Context: an optimization exercise on an open-source flow, tuned for small area. The choices shown serve that exercise and are no tape-out recipe. Only simulation tests tie the RTL to the original design; equivalence was not proved.

// odo_keccak800
module odo_keccak800(clk, rst, in, read, out, write);
    input clk;
    input rst;
    input [639:0] in;
    input read;
    output [255:0] out;
    output write;
    keccak_hasher #(640, 4) hash(clk, rst, in, read, out, write);
endmodule
clock: 5.0 ns
lec_check: 0
cap_margin: 45
core_margin: 2
core_utilization: 26
cts_buf_list: sky130_fd_sc_hd__clkbuf_8
gpl_timing_driven: 0
place_density: 0.33
setup_slack_margin: 0.7
slew_margin: 45
synth_hierarchical: 1
synth_minimum_keep_size: 0
run.sh (not shown) runs the stock make flow with config.mk's settings and CLKGATE_MAP_FILE= SYNTH_SCRIPT=/design/flow/synth_recipe.tcl, a recipe that flattens the netlist after the stock synthesis.
The starting point ran to the end with violations: antenna violations.
Edit:
- CAP_MARGIN: 45 -> 35
- CORE_UTILIZATION: 26 -> 28
- GPL_TIMING_DRIVEN: 0 -> unset
- PLACE_DENSITY: 0.33 -> 0.36
- SETUP_SLACK_MARGIN: 0.7 -> 0.5
- SLEW_MARGIN: 45 -> 35
With this change the flow completed and failed the layout checks on max-capacitance violations, max-slew violations, negative setup slack.
Via count went up by 7.5%.
Sequential share of layout area went up by 2.0 points.
First-iteration DRC count went up by 15%.
Global-route usage went up by 3.5 points.
Final area went down by 7.8%.
Edit:
==> flow/flow/run.sh (new file) <==
#!/bin/bash
# The standard layout (the standard.sh: the standard synthesis and the
# standard ORFS steps), with one change: the buffer that ORFS puts on every
# input and output port is the platform's smallest buffer (buf_1) instead of
# ORFS's default choice. make's full output goes to standard_flow.log in the
# work folder.
set -euo pipefail
export BUFFER_PORTS_ARGS="-buffer_cell sky130_fd_sc_hd__buf_1"
bash standard.sh "BUFFER_PORTS_ARGS=$BUFFER_PORTS_ARGS" finish > standard_flow.log 2>&1
==> flow/standard.sh (new file) <==
#!/bin/bash
# synth_recipe.tcl (not shown) runs the flow's synth.tcl, then flattens the netlist and writes it again
# the make line also repeats each setting of config.mk as NAME=value (left out here)
make -C /OpenROAD-flow-scripts/flow DESIGN_CONFIG=/design/flow/config.mk WORK_HOME=/design/flow/orfs CLKGATE_MAP_FILE= SYNTH_SCRIPT=/design/flow/synth_recipe.tcl "${@:-finish}"
- CAP_MARGIN: 35 -> 32
- CORE_UTILIZATION: 28 -> 25
- PLACE_DENSITY: 0.36 -> 0.32
- SETUP_SLACK_MARGIN: 0.5 -> 0.6
- SLEW_MARGIN: 35 -> 32
removed: flow/run.sh
With this change the flow completed without violations; count of clock-buffer cells in the layout is higher by 14; synthesized area is unchanged; wire length grows by about 3.6%; global-route usage decreases by 4.1 points; core utilization goes down by 4.2 points; die area went up by about 12%; setup slack improved by 0.59 ns; final area drops by about 0.35%; via count is lower by 3.7%.
Edit:
==> flow/run.sh (new file) <==
#!/bin/bash
# synth_recipe.tcl (not shown) runs the flow's synth.tcl, then flattens the netlist and writes it again
# the make line also repeats each setting of config.mk as NAME=value (left out here)
make -C /OpenROAD-flow-scripts/flow DESIGN_CONFIG=/design/flow/config.mk WORK_HOME=/design/flow/orfs CLKGATE_MAP_FILE= SYNTH_SCRIPT=/design/flow/synth_recipe.tcl finish
- CAP_MARGIN: 32 -> 10
- CORE_UTILIZATION: 25 -> 45
- GPL_TIMING_DRIVEN: unset -> 0
- PLACE_DENSITY: 0.32 -> 0.55
- SETUP_SLACK_MARGIN: 0.6 -> unset
- SLEW_MARGIN: 32 -> 10
removed: flow/flow/run.sh
removed: flow/standard.sh
After rerunning:
- Now the flow ended with an error in global routing
- area after synthesis does not change
- synthesized cell count stays the same

========
== wip/ember ==
The RTL this note starts from:
==> flow/design.v <==
module keccak_next_round(in, out);
    input [7:0] in;
    output [7:0] out;
    assign out[0] = in[7];
    assign out[1] = in[0]^ in[4]^ in[5]^ in[6];
    assign out[2] = in[1]^ in[5]^ in[6]^ in[7];
    assign out[3] = in[0]^ in[2]^ in[4]^ in[5]^ in[7];
    assign out[4] = in[0]^ in[1]^ in[3]^ in[4];
    assign out[5] = in[1]^ in[2]^ in[4]^ in[5];
    assign out[6] = in[2]^ in[3]^ in[5]^ in[6];
    assign out[7] = in[3]^ in[4]^ in[6]^ in[7];
endmodule
module keccak_key_expand(in, out);
    input [7:0] in;
    output [31:0] out;
    assign out = {in[5], 15'b0, in[4], 7'b0, in[3], 3'b0, in[2], 1'b0, in[1], in[0]};
endmodule
module keccak_xor(a, b, y);
    parameter W = 32;
    input [W-1:0] a;
    input [W-1:0] b;
    output [W-1:0] y;
    assign y = a ^ b;
endmodule
module keccak_xnor(a, b, y);
    parameter W = 32;
    input [W-1:0] a;
    input [W-1:0] b;
    output [W-1:0] y;
    assign y = ~(a ^ b);
endmodule
module keccak_orn(a, b, y);
    parameter W = 32;
    input [W-1:0] a;
    input [W-1:0] b;
    output [W-1:0] y;
    assign y = a | (~b);
endmodule
module keccak_muxn(s, a, b, y);
    parameter W = 32;
    input s;
    input [W-1:0] a;
    input [W-1:0] b;
    output [W-1:0] y;
    assign y = ~(s ? b : a);
endmodule
module keccak_theta(in, out);
    input [799:0] in;
    output [799:0] out;
    wire [159:0] p01, p23, p03, parity, rotated, d;
    genvar i;
    generate
    for (i = 0; i < 5; i = i+1)
    begin : loop1
        keccak_xor x01(in[((i)*(32)) +: 32], in[((i+5)*(32)) +: 32], p01[((i)*(32)) +: 32]);
        keccak_xor x23(in[((i+10)*(32)) +: 32], in[((i+15)*(32)) +: 32], p23[((i)*(32)) +: 32]);
        keccak_xor x03(p01[((i)*(32)) +: 32], p23[((i)*(32)) +: 32], p03[((i)*(32)) +: 32]);
        keccak_xor x04(p03[((i)*(32)) +: 32], in[((i+20)*(32)) +: 32], parity[((i)*(32)) +: 32]);
        assign rotated[((i)*(32)) +: 32] = {parity[32*i+30:32*i], parity[32*i+31]};
    end
    for (i = 0; i < 5; i = i+1)
    begin : loop2
        keccak_xor xd(parity[(((i+4)%5)*(32)) +: 32], rotated[(((i+1)%5)*(32)) +: 32], d[((i)*(32)) +: 32]);
    end
    endgenerate
    generate
    for (i = 0; i < 25; i = i+1)
    begin : loop3
        keccak_xor xo(in[((i)*(32)) +: 32], d[((i%5)*(32)) +: 32], out[((i)*(32)) +: 32]);
    end
    endgenerate
endmodule
module keccak_rho(in, out);
    input [799:0] in;
    output [799:0] out;
    assign out = {
        in[785:768],in[799:786],
        in[743:736],in[767:744],
        in[706:704],in[735:707],
        in[701:672],in[703:702],
        in[653:640],in[671:654],
        in[631:608],in[639:632],
        in[586:576],in[607:587],
        in[560:544],in[575:561],
        in[530:512],in[543:531],
        in[502:480],in[511:503],
        in[472:448],in[479:473],
        in[422:416],in[447:423],
        in[404:384],in[415:405],
        in[373:352],in[383:374],
        in[348:320],in[351:349],
        in[299:288],in[319:300],
        in[264:256],in[287:265],
        in[249:224],in[255:250],
        in[211:192],in[223:212],
        in[187:160],in[191:188],
        in[132:128],in[159:133],
        in[99:96],in[127:100],
        in[65:64],in[95:66],
        in[62:32],in[63:63],
        in[31:0]
    };
endmodule
module keccak_pi(in, out);
    input [799:0] in;
    output [799:0] out;
    genvar x;
    genvar y;
    generate
    for (x = 0; x < 5; x = x+1)
    begin : outer
        for (y = 0; y < 5; y = y+1)
        begin : loop
            assign out[(((((0*x+1*y)%5)+5*((2*x+3*y)%5)))*(32)) +: 32] = in[(((((x)%5)+5*((y)%5)))*(32)) +: 32];
        end
    end
    endgenerate
endmodule
module keccak_chi_iota(in, roundkey, out);
    parameter INV = 0;
    input [799:0] in;
    input [7:0] roundkey;
    output [799:0] out;
    wire [31:0] expanded = {roundkey[5], 15'b0, roundkey[4], 7'b0, roundkey[3], 3'b0,
                            roundkey[2], 1'b0, roundkey[1], roundkey[0]};
    genvar i;
    generate
    for (i = 0; i < 25; i = i+1)
    begin : loop
        localparam i1 = i-(i%5)+((i+1)%5);
        localparam i2 = i-(i%5)+((i+2)%5);
        wire [31:0] a;
        wire [31:0] t;
        if (i == 0)
        begin : lane0
            assign a = in[((i)*(32)) +: 32] ^ expanded;
        end
        else
        begin : lanen
            assign a = in[((i)*(32)) +: 32];
        end
        if (INV)
        begin : inv
            keccak_orn n(in[((i2)*(32)) +: 32], in[((i1)*(32)) +: 32], t);
            keccak_xor x(a, t, out[((i)*(32)) +: 32]);
        end
        else
        begin : noinv
            keccak_orn n(in[((i1)*(32)) +: 32], in[((i2)*(32)) +: 32], t);
            keccak_xnor x(a, t, out[((i)*(32)) +: 32]);
        end
    end
    endgenerate
endmodule
module keccak_round_comb(in, roundkey, out);
    parameter INV = 0;  
    input [799:0] in;
    input [7:0] roundkey;
    output [799:0] out;
    function [799:0] rho;
        input [799:0] in;
        rho = {
            in[785:768],in[799:786],
            in[743:736],in[767:744],
            in[706:704],in[735:707],
            in[701:672],in[703:702],
            in[653:640],in[671:654],
            in[631:608],in[639:632],
            in[586:576],in[607:587],
            in[560:544],in[575:561],
            in[530:512],in[543:531],
            in[502:480],in[511:503],
            in[472:448],in[479:473],
            in[422:416],in[447:423],
            in[404:384],in[415:405],
            in[373:352],in[383:374],
            in[348:320],in[351:349],
            in[299:288],in[319:300],
            in[264:256],in[287:265],
            in[249:224],in[255:250],
            in[211:192],in[223:212],
            in[187:160],in[191:188],
            in[132:128],in[159:133],
            in[99:96],in[127:100],
            in[65:64],in[95:66],
            in[62:32],in[63:63],
            in[31:0]
        };
    endfunction
    function [799:0] pi;
        input [799:0] in;
        integer x, y;
        begin
            pi = 800'b0;
            for (x = 0; x < 5; x = x+1)
                for (y = 0; y < 5; y = y+1)
                    pi[(((((0*x+1*y)%5)+5*((2*x+3*y)%5)))*(32)) +: 32] = in[(((((x)%5)+5*((y)%5)))*(32)) +: 32];
        end
    endfunction
    wire [799:0] after_theta;
    keccak_theta    theta (in, after_theta);
    keccak_chi_iota #(INV) chi (pi(rho(after_theta)), roundkey, out);
endmodule
module keccak_padding(in, out);
    parameter WIDTH = 0;
    input [WIDTH-1:0] in;
    output [807:0] out;
    assign out = {8'h35, {799-WIDTH{1'b0}}, 1'b1, in};
endmodule
module keccak_hasher(clk, rst, in, read, out, write);
    parameter WIDTH = 0;  
    parameter THROUGHPUT = 0;  
    localparam ROUNDS = 12;
    input clk;
    input rst;
    input [WIDTH-1:0] in;
    input read;
    output [255:0] out;
    output write;
    reg [799:0] state;
    reg [3:0] progress;
    genvar i;
    wire [807:0] padded = {8'h35, {799-WIDTH{1'b0}}, 1'b1, in};
    function [7:0] key;
        input integer r;
        integer j;
        reg [7:0] k;
        begin
            k = 8'h35;
            for (j = 0; j < r; j = j+1)
                k = {k[3]^k[4]^k[6]^k[7], k[2]^k[3]^k[5]^k[6], k[1]^k[2]^k[4]^k[5],
                     k[0]^k[1]^k[3]^k[4], k[0]^k[2]^k[4]^k[5]^k[7], k[1]^k[5]^k[6]^k[7],
                     k[0]^k[4]^k[5]^k[6], k[7]};
            key = k;
        end
    endfunction
    wire load = ~(progress[0] | progress[1] | progress[2]);
    wire [7:0] key_a = progress[0] ? key(2) : progress[1] ? key(5) :
                       progress[2] ? key(8) : key(11);
    wire [7:0] key_b0 = progress[0] ? key(3) : progress[1] ? key(6) :
                        progress[2] ? key(9) : key(0);
    wire [7:0] key_b1 = progress[0] ? key(4) : progress[1] ? key(7) :
                        progress[2] ? key(10) : key(1);
    wire [799:0] after_a, start_n, after_b0, after_b1;
    keccak_round_comb round_a(state, key_a, after_a);
    generate
    for (i = 0; i < 640; i = i+1)
    begin : muxes
        keccak_muxn #(1) mux(load, after_a[i], padded[i], start_n[i]);
    end
    endgenerate
    assign start_n[799:640] = ~(load ? padded[799:640] : after_a[799:640]);
    keccak_round_comb #(1) round_b0(start_n, key_b0, after_b0);
    keccak_round_comb round_b1(after_b0, key_b1, after_b1);
    always @(posedge clk)
    begin
        state <= after_b1;
        progress <= rst ? 4'b0 : {progress[2:0], read};
    end
    assign out = after_a[255:0];
    assign write = progress[3];
endmodule
module odo_keccak800(clk, rst, in, read, out, write);
    input clk;
    input rst;
    input [639:0] in;
    input read;
    output [255:0] out;
    output write;
    keccak_hasher #(640, 4) hash(clk, rst, in, read, out, write);
endmodule
clock: 5.0 ns
lec_check: 0
cap_margin: 20
core_margin: 2
core_utilization: 45
place_density: 0.55
slew_margin: 20
synth_hierarchical: 1
synth_minimum_keep_size: 0
Stock flow here: none of the scripts above is used.
Seen in the log of wip/ember: GRT-0116 during global routing, after which the run never completed.
The inputs of wip/garnet differ from those of wip/ember as listed below.
diff --git a/flow/config.mk b/flow/config.mk
--- a/flow/config.mk
+++ b/flow/config.mk
@@ -10,0 +11 @@
+export GPL_TIMING_DRIVEN = 0
## What came out
Compared with wip/ember, cell count after placement in wip/garnet decreased by more than a quarter. wip/garnet -> wip/ember: area fraction in and, or, nand and nor cells after synthesis delta 0, exact match. No final results exist for wip/garnet, since it was stopped by error GRT-0116 during global routing. Global placer's final weighted congestion (higher): wip/ember. Comparing wip/garnet and wip/ember, half-perimeter wire length of the detailed placement result is higher on wip/ember.

========
RTL: one of the versions met above, not the one the previous note started from.
Size in the first run: about 900 I/O pins, about 0.14 mm^2 of cells after synthesis.
clock: 5.0 ns
lec_check: 0
cap_margin: 20
core_margin: 2
core_utilization: 30
gpl_timing_driven: 0
place_density: 0.4
slew_margin: 20
synth_hierarchical: 1
synth_minimum_keep_size: 0
The first run completed, yet does not pass: capacitance limit, slew limit, setup timing.
Then changed:
==> flow/flow/run.sh (new file) <==
#!/bin/bash
# The standard layout (the standard.sh: the standard synthesis and the
# standard ORFS steps), with one change: the buffer that ORFS puts on every
# input and output port is the platform's smallest buffer (buf_1) instead of
# ORFS's default choice. make's full output goes to standard_flow.log in the
# work folder.
set -euo pipefail
export BUFFER_PORTS_ARGS="-buffer_cell sky130_fd_sc_hd__buf_1"
bash standard.sh "BUFFER_PORTS_ARGS=$BUFFER_PORTS_ARGS" finish > standard_flow.log 2>&1
==> flow/standard.sh (new file) <==
#!/bin/bash
# synth_recipe.tcl (not shown) runs the flow's synth.tcl, then flattens the netlist and writes it again
# the make line also repeats each setting of config.mk as NAME=value (left out here)
make -C /OpenROAD-flow-scripts/flow DESIGN_CONFIG=/design/flow/config.mk WORK_HOME=/design/flow/orfs CLKGATE_MAP_FILE= SYNTH_SCRIPT=/design/flow/synth_recipe.tcl "${@:-finish}"
- CAP_MARGIN: 20 -> 35
- CORE_UTILIZATION: 30 -> 25
- CTS_BUF_LIST: default -> sky130_fd_sc_hd__clkbuf_8
- GPL_TIMING_DRIVEN: 0 -> default
- PLACE_DENSITY: 0.4 -> 0.32
- SETUP_SLACK_MARGIN: default -> 0.5
- SLEW_MARGIN: 20 -> 35
removed: flow/run.sh
Outcome:
- Now the flow finished clean
- synthesized cell count does not change
- sequential cell count stays the same
- cell count climbs by about 12%
- register-to-register slack gets better by 0.99 ns
- clock-buffer cell count climbs by 230
Then changed:
- CAP_MARGIN: 35 -> 30
- SETUP_SLACK_MARGIN: 0.5 -> 0.7
- SLEW_MARGIN: 35 -> 30
What happened: The changed run reached the layout checks and failed them: antenna rules. First-iteration DRC count shrinks by 1.5%. Global-route usage barely changes. Synthesized cell count stays the same.
Then changed:
==> flow/run.sh (new file) <==
#!/bin/bash
# synth_recipe.tcl (not shown) runs the flow's synth.tcl, then flattens the netlist and writes it again
# the make line also repeats each setting of config.mk as NAME=value (left out here)
make -C /OpenROAD-flow-scripts/flow DESIGN_CONFIG=/design/flow/config.mk WORK_HOME=/design/flow/orfs CLKGATE_MAP_FILE= SYNTH_SCRIPT=/design/flow/synth_recipe.tcl finish
- CAP_MARGIN: 30 -> 20
- CTS_BUF_LIST: sky130_fd_sc_hd__clkbuf_8 -> default
- SETUP_SLACK_MARGIN: 0.7 -> default
- SLEW_MARGIN: 30 -> 20
removed: flow/flow/run.sh
removed: flow/standard.sh
This time the run finished but failed the layout checks on capacitance limit, slew limit, setup timing.
Design area increases by 2.5%.
Global-route usage barely changes.
Die area does not change.
Via count falls by 0.78%.
Routed wire length is about the same.
Count of clock-buffer cells in the layout came out lower by 189.
Fmax is lower by 6.8%.
Then changed:
==> flow/flow/run.sh (new file) <==
#!/bin/bash
# The standard layout (the standard.sh: the standard synthesis and the
# standard ORFS steps), with one change: the buffer that ORFS puts on every
# input and output port is the platform's smallest buffer (buf_1) instead of
# ORFS's default choice. make's full output goes to standard_flow.log in the
# work folder.
set -euo pipefail
export BUFFER_PORTS_ARGS="-buffer_cell sky130_fd_sc_hd__buf_1"
bash standard.sh "BUFFER_PORTS_ARGS=$BUFFER_PORTS_ARGS" finish > standard_flow.log 2>&1
==> flow/standard.sh (new file) <==
#!/bin/bash
# synth_recipe.tcl (not shown) runs the flow's synth.tcl, then flattens the netlist and writes it again
# the make line also repeats each setting of config.mk as NAME=value (left out here)
make -C /OpenROAD-flow-scripts/flow DESIGN_CONFIG=/design/flow/config.mk WORK_HOME=/design/flow/orfs CLKGATE_MAP_FILE= SYNTH_SCRIPT=/design/flow/synth_recipe.tcl "${@:-finish}"
- CAP_MARGIN: 20 -> 50
- CTS_BUF_LIST: default -> sky130_fd_sc_hd__clkbuf_8
- GPL_TIMING_DRIVEN: default -> 0
- SETUP_SLACK_MARGIN: default -> 0.7
- SLEW_MARGIN: 20 -> 50
removed: flow/run.sh
What happened: This time the run finished but fails on antenna rules; via count drops by 4.2%; clock skew climbs by 0.023 ns; maximum frequency climbs by 12%; synthesized area does not change.
Then changed:
==> flow/run.sh (new file) <==
#!/bin/bash
# synth_recipe.tcl (not shown) runs the flow's synth.tcl, then flattens the netlist and writes it again
# the make line also repeats each setting of config.mk as NAME=value (left out here)
make -C /OpenROAD-flow-scripts/flow DESIGN_CONFIG=/design/flow/config.mk WORK_HOME=/design/flow/orfs CLKGATE_MAP_FILE= SYNTH_SCRIPT=/design/flow/synth_recipe.tcl finish
- CAP_MARGIN: 50 -> 15
- CORE_UTILIZATION: 25 -> 38
- CTS_BUF_LIST: sky130_fd_sc_hd__clkbuf_8 -> sky130_fd_sc_hd__clkbuf_4 sky130_fd_sc_hd__clkbuf_8
- PLACE_DENSITY: 0.32 -> 0.47
- SETUP_SLACK_MARGIN: 0.7 -> default
- SLEW_MARGIN: 50 -> 15
removed: flow/flow/run.sh
removed: flow/standard.sh
The changed run never finished: it broke off in 5_1_grt with GRT-0116.
Synthesized area is unchanged.
Synthesized cell count stays the same.

-- re-timing with driven ports --
Ports are ideal in the flow. The routed layouts listed here were re-timed in OpenROAD.
Step 1, drivers: a clkbuf_16 drives clk and a buf_2 each remaining input, both assumed.
Step 2, shift: input delay + t, output delay - t, t = (earliest + latest rising clock arrival at the registers) / 2. This alone moves slack from input paths to output paths.
Slacks: no drivers / after step 1 / after step 2; pairs: no drivers / after step 1.
run | shift t [ns] | setup slack, ns | hold WS [ns] | worst setup path at the end
the first run of note 1 | 1.434 | 0.354 / 0.354 / 0.056 | 0.270 / 0.153 / 0.506 | input to register
the second run of note 1 | 1.482 | -0.310 / -0.310 / -0.484 | 0.250 / 0.132 / 0.496 | input to register
the third run of note 1 | 1.461 | 0.277 / 0.277 / 0.097 | 0.057 / -0.038 / 0.510 | input to register
the first run of note 3 | 1.168 | -0.855 / -0.855 / -1.151 | 0.498 / 0.406 / 0.498 | input to register
the second run of note 3 | 1.472 | 0.140 / 0.140 / 0.140 | 0.043 / -0.066 / 0.499 | register to register
the third run of note 3 | 1.492 | 0.241 / 0.241 / 0.241 | 0.038 / -0.079 / 0.506 | register to register
the fourth run of note 3 | 1.188 | -0.104 / -0.104 / -0.104 | 0.524 / 0.524 / 0.524 | register to register
the fifth run of note 3 | 1.478 | 0.433 / 0.433 / 0.284 | 0.025 / -0.084 / 0.490 | input to register
The setup slack of the first run of note 1, which loses most, moves by 0.000 ns with the drivers and by -0.298 ns with both steps.
